Background: an optimization exercise with open tools, aiming at small area and a short achievable clock period. Do not read the settings as production practice. RTL that was checked went through simulation tests only; none was proved equivalent to the original. Power is estimated from default activity; no workload was simulated.

==> flow/design.v <==
`timescale 1ns / 1ps
module mul_csa (
    input  [7:0] A,
    input  [9:2] A3,
    input  [7:0] B,
    output [15:0] s,
    output [14:0] t
);
    wire [9:0] a1 = {2'b0, A};
    wire [9:0] a2 = {1'b0, A, 1'b0};
    wire [9:0] p0, p1, p2, p3;
    wire [1:0] d0 = B[1:0];
    assign p0 = ({10{d0 == 2'd1}} & a1) | ({10{d0 == 2'd2}} & a2) |
                ({10{d0 == 2'd3}} & {A3, A[1] ^ A[0], A[0]});
    wire [1:0] d1 = B[3:2];
    assign p1 = ({10{d1 == 2'd1}} & a1) | ({10{d1 == 2'd2}} & a2) |
                ({10{d1 == 2'd3}} & {A3, A[1] ^ A[0], A[0]});
    wire [1:0] d2 = B[5:4];
    assign p2 = ({10{d2 == 2'd1}} & a1) | ({10{d2 == 2'd2}} & a2) |
                ({10{d2 == 2'd3}} & {A3, A[1] ^ A[0], A[0]});
    wire [1:0] d3 = B[7:6];
    assign p3 = ({10{d3 == 2'd1}} & a1) | ({10{d3 == 2'd2}} & a2) |
                ({10{d3 == 2'd3}} & {A3, A[1] ^ A[0], A[0]});
    wire hs0 = p0[6] ^ p1[4];
    wire hc0 = p0[6] & p1[4];
    wire fs0 = p0[7] ^ p1[5] ^ p2[3];
    wire fc0 = (p0[7] & p1[5]) | (p0[7] & p2[3]) | (p1[5] & p2[3]);
    wire fs1 = p0[8] ^ p1[6] ^ p2[4];
    wire fc1 = (p0[8] & p1[6]) | (p0[8] & p2[4]) | (p1[6] & p2[4]);
    wire fs2 = p0[9] ^ p1[7] ^ p2[5];
    wire fc2 = (p0[9] & p1[7]) | (p0[9] & p2[5]) | (p1[7] & p2[5]);
    wire hs1 = p1[8] ^ p2[6];
    wire hc1 = p1[8] & p2[6];
    wire hs2 = p1[9] ^ p2[7];
    wire hc2 = p1[9] & p2[7];
    wire hs3 = p0[4] ^ p1[2];
    wire hc3 = p0[4] & p1[2];
    wire fs3 = p0[5] ^ p1[3] ^ p2[1];
    wire fc3 = (p0[5] & p1[3]) | (p0[5] & p2[1]) | (p1[3] & p2[1]);
    wire fs4 = p2[2] ^ p3[0] ^ hs0;
    wire fc4 = (p2[2] & p3[0]) | (p2[2] & hs0) | (p3[0] & hs0);
    wire fs5 = p3[1] ^ hc0 ^ fs0;
    wire fc5 = (p3[1] & hc0) | (p3[1] & fs0) | (hc0 & fs0);
    wire fs6 = p3[2] ^ fc0 ^ fs1;
    wire fc6 = (p3[2] & fc0) | (p3[2] & fs1) | (fc0 & fs1);
    wire fs7 = p3[3] ^ fc1 ^ fs2;
    wire fc7 = (p3[3] & fc1) | (p3[3] & fs2) | (fc1 & fs2);
    wire fs8 = p3[4] ^ hs1 ^ fc2;
    wire fc8 = (p3[4] & hs1) | (p3[4] & fc2) | (hs1 & fc2);
    wire fs9 = p3[5] ^ hc1 ^ hs2;
    wire fc9 = (p3[5] & hc1) | (p3[5] & hs2) | (hc1 & hs2);
    wire fs10 = p2[8] ^ p3[6] ^ hc2;
    wire fc10 = (p2[8] & p3[6]) | (p2[8] & hc2) | (p3[6] & hc2);
    wire hs4 = p2[9] ^ p3[7];
    wire hc4 = p2[9] & p3[7];
    assign s[0] = p0[0];
    assign s[1] = p0[1];
    assign s[2] = p0[2];
    assign s[3] = p0[3];
    assign s[4] = p2[0];
    assign s[5] = hc3;
    assign s[6] = fc3;
    assign s[7] = fc4;
    assign s[8] = fc5;
    assign s[9] = fc6;
    assign s[10] = fc7;
    assign s[11] = fs9;
    assign s[12] = fs10;
    assign s[13] = hs4;
    assign s[14] = p3[8];
    assign s[15] = p3[9];
    assign t[0] = 1'b0;
    assign t[1] = 1'b0;
    assign t[2] = p1[0];
    assign t[3] = p1[1];
    assign t[4] = hs3;
    assign t[5] = fs3;
    assign t[6] = fs4;
    assign t[7] = fs5;
    assign t[8] = fs6;
    assign t[9] = fs7;
    assign t[10] = fs8;
    assign t[11] = fc8;
    assign t[12] = fc9;
    assign t[13] = fc10;
    assign t[14] = hc4;
endmodule
module pe (
    input clk,
    input [2:0] a,
    input [1:0] r,
    input [7:0] in1,
    input [7:0] filter,
    output reg [15:0] pe_out
);
    reg [7:0] A, B;
    reg [9:2] A3;      
    reg [15:0] cs;
    reg [14:4] ct;
    reg cc;
    wire [15:0] ms;
    wire [14:0] mt;
    mul_csa mul (.A(A), .A3(A3), .B(B), .s(ms), .t(mt));
    wire [8:0] in3 = in1[7:1] + in1;    
    reg [15:0] xs;
    reg [14:0] xt;
    always @(*) begin
        case (a)
            3'b000: begin xs = {{(16-8){1'b0}}, A};  xt = {{(15-8){1'b0}}, B}; end
            3'b001: begin xs = ms;                     xt = mt; end
            3'b010: begin xs = {{(16-8){1'b0}}, A & B}; xt = 0; end
            3'b011: begin xs = {{(16-8){1'b0}}, A | B}; xt = 0; end
            3'b100: begin xs = {{(16-8){1'b0}}, ~A}; xt = 0; end
            default: begin xs = {{(16-8){1'b0}}, ~B}; xt = 0; end
        endcase
    end
    wire [4:0] lo_mul = ms[3:0] + mt[3:0];
    wire [4:0] lo_add = A[3:0] + B[3:0];
    wire [4:0] lo = (a == 3'b001) ? lo_mul : (a == 3'b000) ? lo_add : {1'b0, xs[3:0]};
    wire [15:4] hi = cs[15:4] + ct + cc;
    always @(posedge clk) begin
        if (r == 2'b00) begin
            A <= in1;
            A3 <= in3[8:1];
            B <= filter;
        end
        if (r == 2'b01)
            pe_out <= {hi, cs[3:0]};
        if (~(a[2] & a[1])) begin
            cs <= {xs[15:4], lo[3:0]};
            ct <= xt[14:4];
            cc <= lo[4];
        end
    end
endmodule
module TopModule (
    input clk,
    input [31:0] global_data,
    input [7:0] global_control,
    input [11:0] global_control2,
    input [31:0] global_filter,
    output [63:0] global_output
);
    genvar i;
    generate
        for (i = 0; i < 4; i = i + 1) begin : PE_INST
            pe pe_inst (
                .clk(clk),
                .a(global_control2[3*i +: 3]),
                .r(global_control[2*i +: 2]),
                .in1(global_data[8*i +: 8]),
                .filter(global_filter[8*i +: 8]),
                .pe_out(global_output[16*i +: 16])
            );
        end
    endgenerate
endmodule
Settings: LEC_CHECK=0, CAP_MARGIN=20, CORE_MARGIN=2, CORE_UTILIZATION=60, CTS_CLUSTER_DIAMETER=150, CTS_CLUSTER_SIZE=28, SETUP_SLACK_MARGIN=4.4, SLEW_MARGIN=20; clock period 7.0 ns.
standard.sh (not shown) runs the stock make flow with config.mk's settings and CLKGATE_MAP_FILE= SYNTH_SCRIPT=/design/flow/synth_recipe.tcl, a recipe that flattens the netlist after the stock synthesis.
==> flow/flow/run.sh <==
#!/bin/bash
# Standard synthesis, then the standard layout steps, with the port buffers
# started as sky130_fd_sc_hd__buf_1 (timing repair resizes them as needed).
set -euo pipefail
bash standard.sh synth > synth_make.log 2>&1
export BUFFER_PORTS_ARGS="-buffer_cell sky130_fd_sc_hd__buf_1"
bash standard.sh finish > finish_make.log 2>&1
Change:
--- a/flow/design.v
+++ b/flow/design.v
@@ -2,5 +2,5 @@
 module mul_csa (
     input  [7:0] A,
-    input  [9:2] A3,
+    input  [9:3] A3,
     input  [7:0] B,
     output [15:0] s,
@@ -12,14 +12,14 @@
     wire [1:0] d0 = B[1:0];
     assign p0 = ({10{d0 == 2'd1}} & a1) | ({10{d0 == 2'd2}} & a2) |
-                ({10{d0 == 2'd3}} & {A3, A[1] ^ A[0], A[0]});
+                ({10{d0 == 2'd3}} & {A3, A[2] ^ (A[1] & ~A[0]), A[1] ^ A[0], A[0]});
     wire [1:0] d1 = B[3:2];
     assign p1 = ({10{d1 == 2'd1}} & a1) | ({10{d1 == 2'd2}} & a2) |
-                ({10{d1 == 2'd3}} & {A3, A[1] ^ A[0], A[0]});
+                ({10{d1 == 2'd3}} & {A3, A[2] ^ (A[1] & ~A[0]), A[1] ^ A[0], A[0]});
     wire [1:0] d2 = B[5:4];
     assign p2 = ({10{d2 == 2'd1}} & a1) | ({10{d2 == 2'd2}} & a2) |
-                ({10{d2 == 2'd3}} & {A3, A[1] ^ A[0], A[0]});
+                ({10{d2 == 2'd3}} & {A3, A[2] ^ (A[1] & ~A[0]), A[1] ^ A[0], A[0]});
     wire [1:0] d3 = B[7:6];
     assign p3 = ({10{d3 == 2'd1}} & a1) | ({10{d3 == 2'd2}} & a2) |
-                ({10{d3 == 2'd3}} & {A3, A[1] ^ A[0], A[0]});
+                ({10{d3 == 2'd3}} & {A3, A[2] ^ (A[1] & ~A[0]), A[1] ^ A[0], A[0]});
     wire hs0 = p0[6] ^ p1[4];
     wire hc0 = p0[6] & p1[4];
@@ -34,10 +34,10 @@
     wire hs2 = p1[9] ^ p2[7];
     wire hc2 = p1[9] & p2[7];
-    wire hs3 = p0[4] ^ p1[2];
-    wire hc3 = p0[4] & p1[2];
+    wire hs3 = p0[4] ^ p2[0];
+    wire hc3 = p0[4] & p2[0];
     wire fs3 = p0[5] ^ p1[3] ^ p2[1];
     wire fc3 = (p0[5] & p1[3]) | (p0[5] & p2[1]) | (p1[3] & p2[1]);
-    wire fs4 = p2[2] ^ p3[0] ^ hs0;
-    wire fc4 = (p2[2] & p3[0]) | (p2[2] & hs0) | (p3[0] & hs0);
+    wire fs4 = p3[0] ^ hs0 ^ p2[2];
+    wire fc4 = (p3[0] & hs0) | (p3[0] & p2[2]) | (hs0 & p2[2]);
     wire fs5 = p3[1] ^ hc0 ^ fs0;
     wire fc5 = (p3[1] & hc0) | (p3[1] & fs0) | (hc0 & fs0);
@@ -56,7 +56,7 @@
     assign s[0] = p0[0];
     assign s[1] = p0[1];
-    assign s[2] = p0[2];
+    assign s[2] = p1[0];
     assign s[3] = p0[3];
-    assign s[4] = p2[0];
+    assign s[4] = hs3;
     assign s[5] = hc3;
     assign s[6] = fc3;
@@ -72,7 +72,7 @@
     assign t[0] = 1'b0;
     assign t[1] = 1'b0;
-    assign t[2] = p1[0];
+    assign t[2] = p0[2];
     assign t[3] = p1[1];
-    assign t[4] = hs3;
+    assign t[4] = p1[2];
     assign t[5] = fs3;
     assign t[6] = fs4;
@@ -95,5 +95,5 @@
 );
     reg [7:0] A, B;
-    reg [9:2] A3;      
+    reg [9:3] A3;      
     reg [15:0] cs;
     reg [14:4] ct;
@@ -122,5 +122,5 @@
         if (r == 2'b00) begin
             A <= in1;
-            A3 <= in3[8:1];
+            A3 <= in3[8:2];
             B <= filter;
         end
Outcome: Sequential power stays flat; worst hold slack improved by 0.010 ns; worst setup slack got worse by 0.027 ns; die area decreases by 1.4%; sequential cell count decreases by 4; routed wire length decreases by 1.8%; utilization increases by 0.87 points; critical path depth increases by 6; clock skew increases by 0.0081 ns; maximum frequency decreases by 1.0%; design area decreases by about 0.8%; count of clock-buffer cells in the layout does not change; global-route usage increases by 0.16 points.
For the second run of this note, only the layout was checked, not whether the RTL still works.


RTL: the design.v shown in full above, as it stands there.
Settings: LEC_CHECK=0, CAP_MARGIN=20, CORE_MARGIN=2, CORE_UTILIZATION=60, CTS_CLUSTER_DIAMETER=150, CTS_CLUSTER_SIZE=28, SETUP_SLACK_MARGIN=4.5, SLEW_MARGIN=20; clock period 7.0 ns.
Scripts as last shown in full above: flow/flow/run.sh
Next try:
--- a/flow/design.v
+++ b/flow/design.v
@@ -1,7 +1,7 @@
 `timescale 1ns / 1ps
 module mul_csa (
     input  [7:0] A,
-    input  [9:2] A3,
+    input  [9:1] A3,
     input  [7:0] B,
     output [15:0] s,
     output [14:0] t
@@ -11,16 +11,16 @@
     wire [9:0] p0, p1, p2, p3;
     wire [1:0] d0 = B[1:0];
     assign p0 = ({10{d0 == 2'd1}} & a1) | ({10{d0 == 2'd2}} & a2) |
-                ({10{d0 == 2'd3}} & {A3, A[1] ^ A[0], A[0]});
+                ({10{d0 == 2'd3}} & {A3, A[0]});
     wire [1:0] d1 = B[3:2];
     assign p1 = ({10{d1 == 2'd1}} & a1) | ({10{d1 == 2'd2}} & a2) |
-                ({10{d1 == 2'd3}} & {A3, A[1] ^ A[0], A[0]});
+                ({10{d1 == 2'd3}} & {A3, A[0]});
     wire [1:0] d2 = B[5:4];
     assign p2 = ({10{d2 == 2'd1}} & a1) | ({10{d2 == 2'd2}} & a2) |
-                ({10{d2 == 2'd3}} & {A3, A[1] ^ A[0], A[0]});
+                ({10{d2 == 2'd3}} & {A3, A[0]});
     wire [1:0] d3 = B[7:6];
     assign p3 = ({10{d3 == 2'd1}} & a1) | ({10{d3 == 2'd2}} & a2) |
-                ({10{d3 == 2'd3}} & {A3, A[1] ^ A[0], A[0]});
+                ({10{d3 == 2'd3}} & {A3, A[0]});
     wire hs0 = p0[6] ^ p1[4];
     wire hc0 = p0[6] & p1[4];
     wire fs0 = p0[7] ^ p1[5] ^ p2[3];
@@ -94,14 +94,13 @@
     output reg [15:0] pe_out
 );
     reg [7:0] A, B;
-    reg [9:2] A3;      
+    reg [9:1] A3;      
     reg [15:0] cs;
     reg [14:4] ct;
     reg cc;
     wire [15:0] ms;
     wire [14:0] mt;
     mul_csa mul (.A(A), .A3(A3), .B(B), .s(ms), .t(mt));
-    wire [8:0] in3 = in1[7:1] + in1;    
     reg [15:0] xs;
     reg [14:0] xt;
     always @(*) begin
@@ -121,7 +120,7 @@
     always @(posedge clk) begin
         if (r == 2'b00) begin
             A <= in1;
-            A3 <= in3[8:1];
+            A3 <= in1[7:1] + in1;
             B <= filter;
         end
         if (r == 2'b01)
What happened:
- cell area climbs by 1.6%
- die area rose by 0.39%
- hold slack improves by 0.0062 ns
- synthesized cell count hardly moves
- utilization increases by 0.92 points
- fmax fell by 0.48%
- flip-flop and latch count went up by 4
- wire length increases by 2.6%
- non-clock buffer count rises by 8
- final cell count went up by 0.69%
- total power goes up by 2.0%
- register-to-register slack is about the same


RTL: one of the versions met above, not the one the previous note started from.
For scale: ~1800 cells after synthesis, ~19000 um2 of cells after synthesis.
==> module pe, before the edit <==
module pe (
    input clk,
    input [2:0] a,
    input [1:0] r,
    input [7:0] in1,
    input [7:0] filter,
    output reg [15:0] pe_out
);
    reg [7:0] A, B;
    reg [9:1] A3;      
    reg [15:0] cs;
    reg [14:4] ct;
    reg cc;
    wire [15:0] ms;
    wire [14:0] mt;
    mul_csa mul (.A(A), .A3(A3), .B(B), .s(ms), .t(mt));
    reg [15:0] xs;
    reg [14:0] xt;
    always @(*) begin
        case (a)
            3'b000: begin xs = {{(16-8){1'b0}}, A};  xt = {{(15-8){1'b0}}, B}; end
            3'b001: begin xs = ms;                     xt = mt; end
            3'b010: begin xs = {{(16-8){1'b0}}, A & B}; xt = 0; end
            3'b011: begin xs = {{(16-8){1'b0}}, A | B}; xt = 0; end
            3'b100: begin xs = {{(16-8){1'b0}}, ~A}; xt = 0; end
            default: begin xs = {{(16-8){1'b0}}, ~B}; xt = 0; end
        endcase
    end
    wire [4:0] lo_mul = ms[3:0] + mt[3:0];
    wire [4:0] lo_add = A[3:0] + B[3:0];
    wire [4:0] lo = (a == 3'b001) ? lo_mul : (a == 3'b000) ? lo_add : {1'b0, xs[3:0]};
    wire [15:4] hi = cs[15:4] + ct + cc;
    always @(posedge clk) begin
        if (r == 2'b00) begin
            A <= in1;
            A3 <= in1[7:1] + in1;
            B <= filter;
        end
        if (r == 2'b01)
            pe_out <= {hi, cs[3:0]};
        if (~(a[2] & a[1])) begin
            cs <= {xs[15:4], lo[3:0]};
            ct <= xt[14:4];
            cc <= lo[4];
        end
    end
endmodule
clock: 7.0 ns
lec_check: 0
cap_margin: 20
core_margin: 2
core_utilization: 60
cts_cluster_diameter: 150
cts_cluster_size: 28
setup_slack_margin: 4.5
slew_margin: 20
run.sh (not shown) runs the stock make flow with config.mk's settings and CLKGATE_MAP_FILE= SYNTH_SCRIPT=/design/flow/synth_recipe.tcl, a recipe that flattens the netlist after the stock synthesis.
Stock flow here: none of the scripts above is used.
The starting point completed with no timing, DRC or antenna violations.
==> next run, changes <==
--- a/flow/design.v
+++ b/flow/design.v
@@ -97,25 +97,8 @@
     reg [9:1] A3;      
     reg [15:0] cs;
-    reg [14:4] ct;
-    reg cc;
+    reg [14:0] ct;
     wire [15:0] ms;
     wire [14:0] mt;
     mul_csa mul (.A(A), .A3(A3), .B(B), .s(ms), .t(mt));
-    reg [15:0] xs;
-    reg [14:0] xt;
-    always @(*) begin
-        case (a)
-            3'b000: begin xs = {{(16-8){1'b0}}, A};  xt = {{(15-8){1'b0}}, B}; end
-            3'b001: begin xs = ms;                     xt = mt; end
-            3'b010: begin xs = {{(16-8){1'b0}}, A & B}; xt = 0; end
-            3'b011: begin xs = {{(16-8){1'b0}}, A | B}; xt = 0; end
-            3'b100: begin xs = {{(16-8){1'b0}}, ~A}; xt = 0; end
-            default: begin xs = {{(16-8){1'b0}}, ~B}; xt = 0; end
-        endcase
-    end
-    wire [4:0] lo_mul = ms[3:0] + mt[3:0];
-    wire [4:0] lo_add = A[3:0] + B[3:0];
-    wire [4:0] lo = (a == 3'b001) ? lo_mul : (a == 3'b000) ? lo_add : {1'b0, xs[3:0]};
-    wire [15:4] hi = cs[15:4] + ct + cc;
     always @(posedge clk) begin
         if (r == 2'b00) begin
@@ -125,10 +108,14 @@
         end
         if (r == 2'b01)
-            pe_out <= {hi, cs[3:0]};
-        if (~(a[2] & a[1])) begin
-            cs <= {xs[15:4], lo[3:0]};
-            ct <= xt[14:4];
-            cc <= lo[4];
-        end
+            pe_out <= {{(16-16){1'b0}}, cs} + {{(16-15){1'b0}}, ct};
+        case (a)
+            3'b000: begin cs <= {{(16-8){1'b0}}, A};  ct <= {{(15-8){1'b0}}, B}; end
+            3'b001: begin cs <= ms;         ct <= mt; end
+            3'b010: begin cs <= {{(16-8){1'b0}}, A & B}; ct <= 0; end
+            3'b011: begin cs <= {{(16-8){1'b0}}, A | B}; ct <= 0; end
+            3'b100: begin cs <= {{(16-8){1'b0}}, ~A}; ct <= 0; end
+            3'b101: begin cs <= {{(16-8){1'b0}}, ~B}; ct <= 0; end
+            default: ;
+        endcase
     end
 endmodule
What happened: Cell count climbs slightly; total power increases by a little under a tenth; count of clock-buffer cells in the layout increases by 2; maximum frequency falls slightly; via count goes up by a few percent; cell area rises by a few percent; clock power came out higher by a few percent; clock skew rose by 0.016 ns; synthesized area rises by a few percent; global-route usage is higher by 0.53 points; setup slack degrades by 0.0082 ns.

afterwards: timing with drivers on the ports:
How much do the figures lean on ideal ports? The routed layouts below were timed once more, with nothing changed but the port constraints. Step 1 assumes that a clkbuf_16 drives the clock port and a buf_2 every other input. Step 2 adds t to the input delays and takes it off the output delays; t is the mean of the earliest and latest rising clock arrival at the registers after step 1. Input paths then give back, and output paths get back, about the clock's delay inside the block. a / b / c = ideal / step 1 / step 2; a / b = the first two.
run | shift t [ns] | setup WS [ns] | latest minus earliest clock arrival (ns)
the first run of note 1 | 0.536 | 4.457 / 4.405 / 3.973 | 0.013 / 0.013
the second run of note 1 | 0.544 | 4.430 / 4.430 / 3.981 | 0.022 / 0.022
the first run of note 2 | 0.542 | 4.478 / 4.423 / 4.016 | 0.011 / 0.011
the second run of note 2 | 0.542 | 4.466 / 4.420 / 3.915 | 0.010 / 0.010
the first run of note 3 | 0.540 | 4.469 / 4.416 / 4.002 | 0.011 / 0.011
the second run of note 3 | 0.541 | 4.461 / 4.410 / 3.981 | 0.026 / 0.026
After both steps setup and hold are still met in every run listed. For the second run of note 2, which loses most, drivers alone change the setup slack by -0.046 ns; drivers and shift together by -0.551 ns.
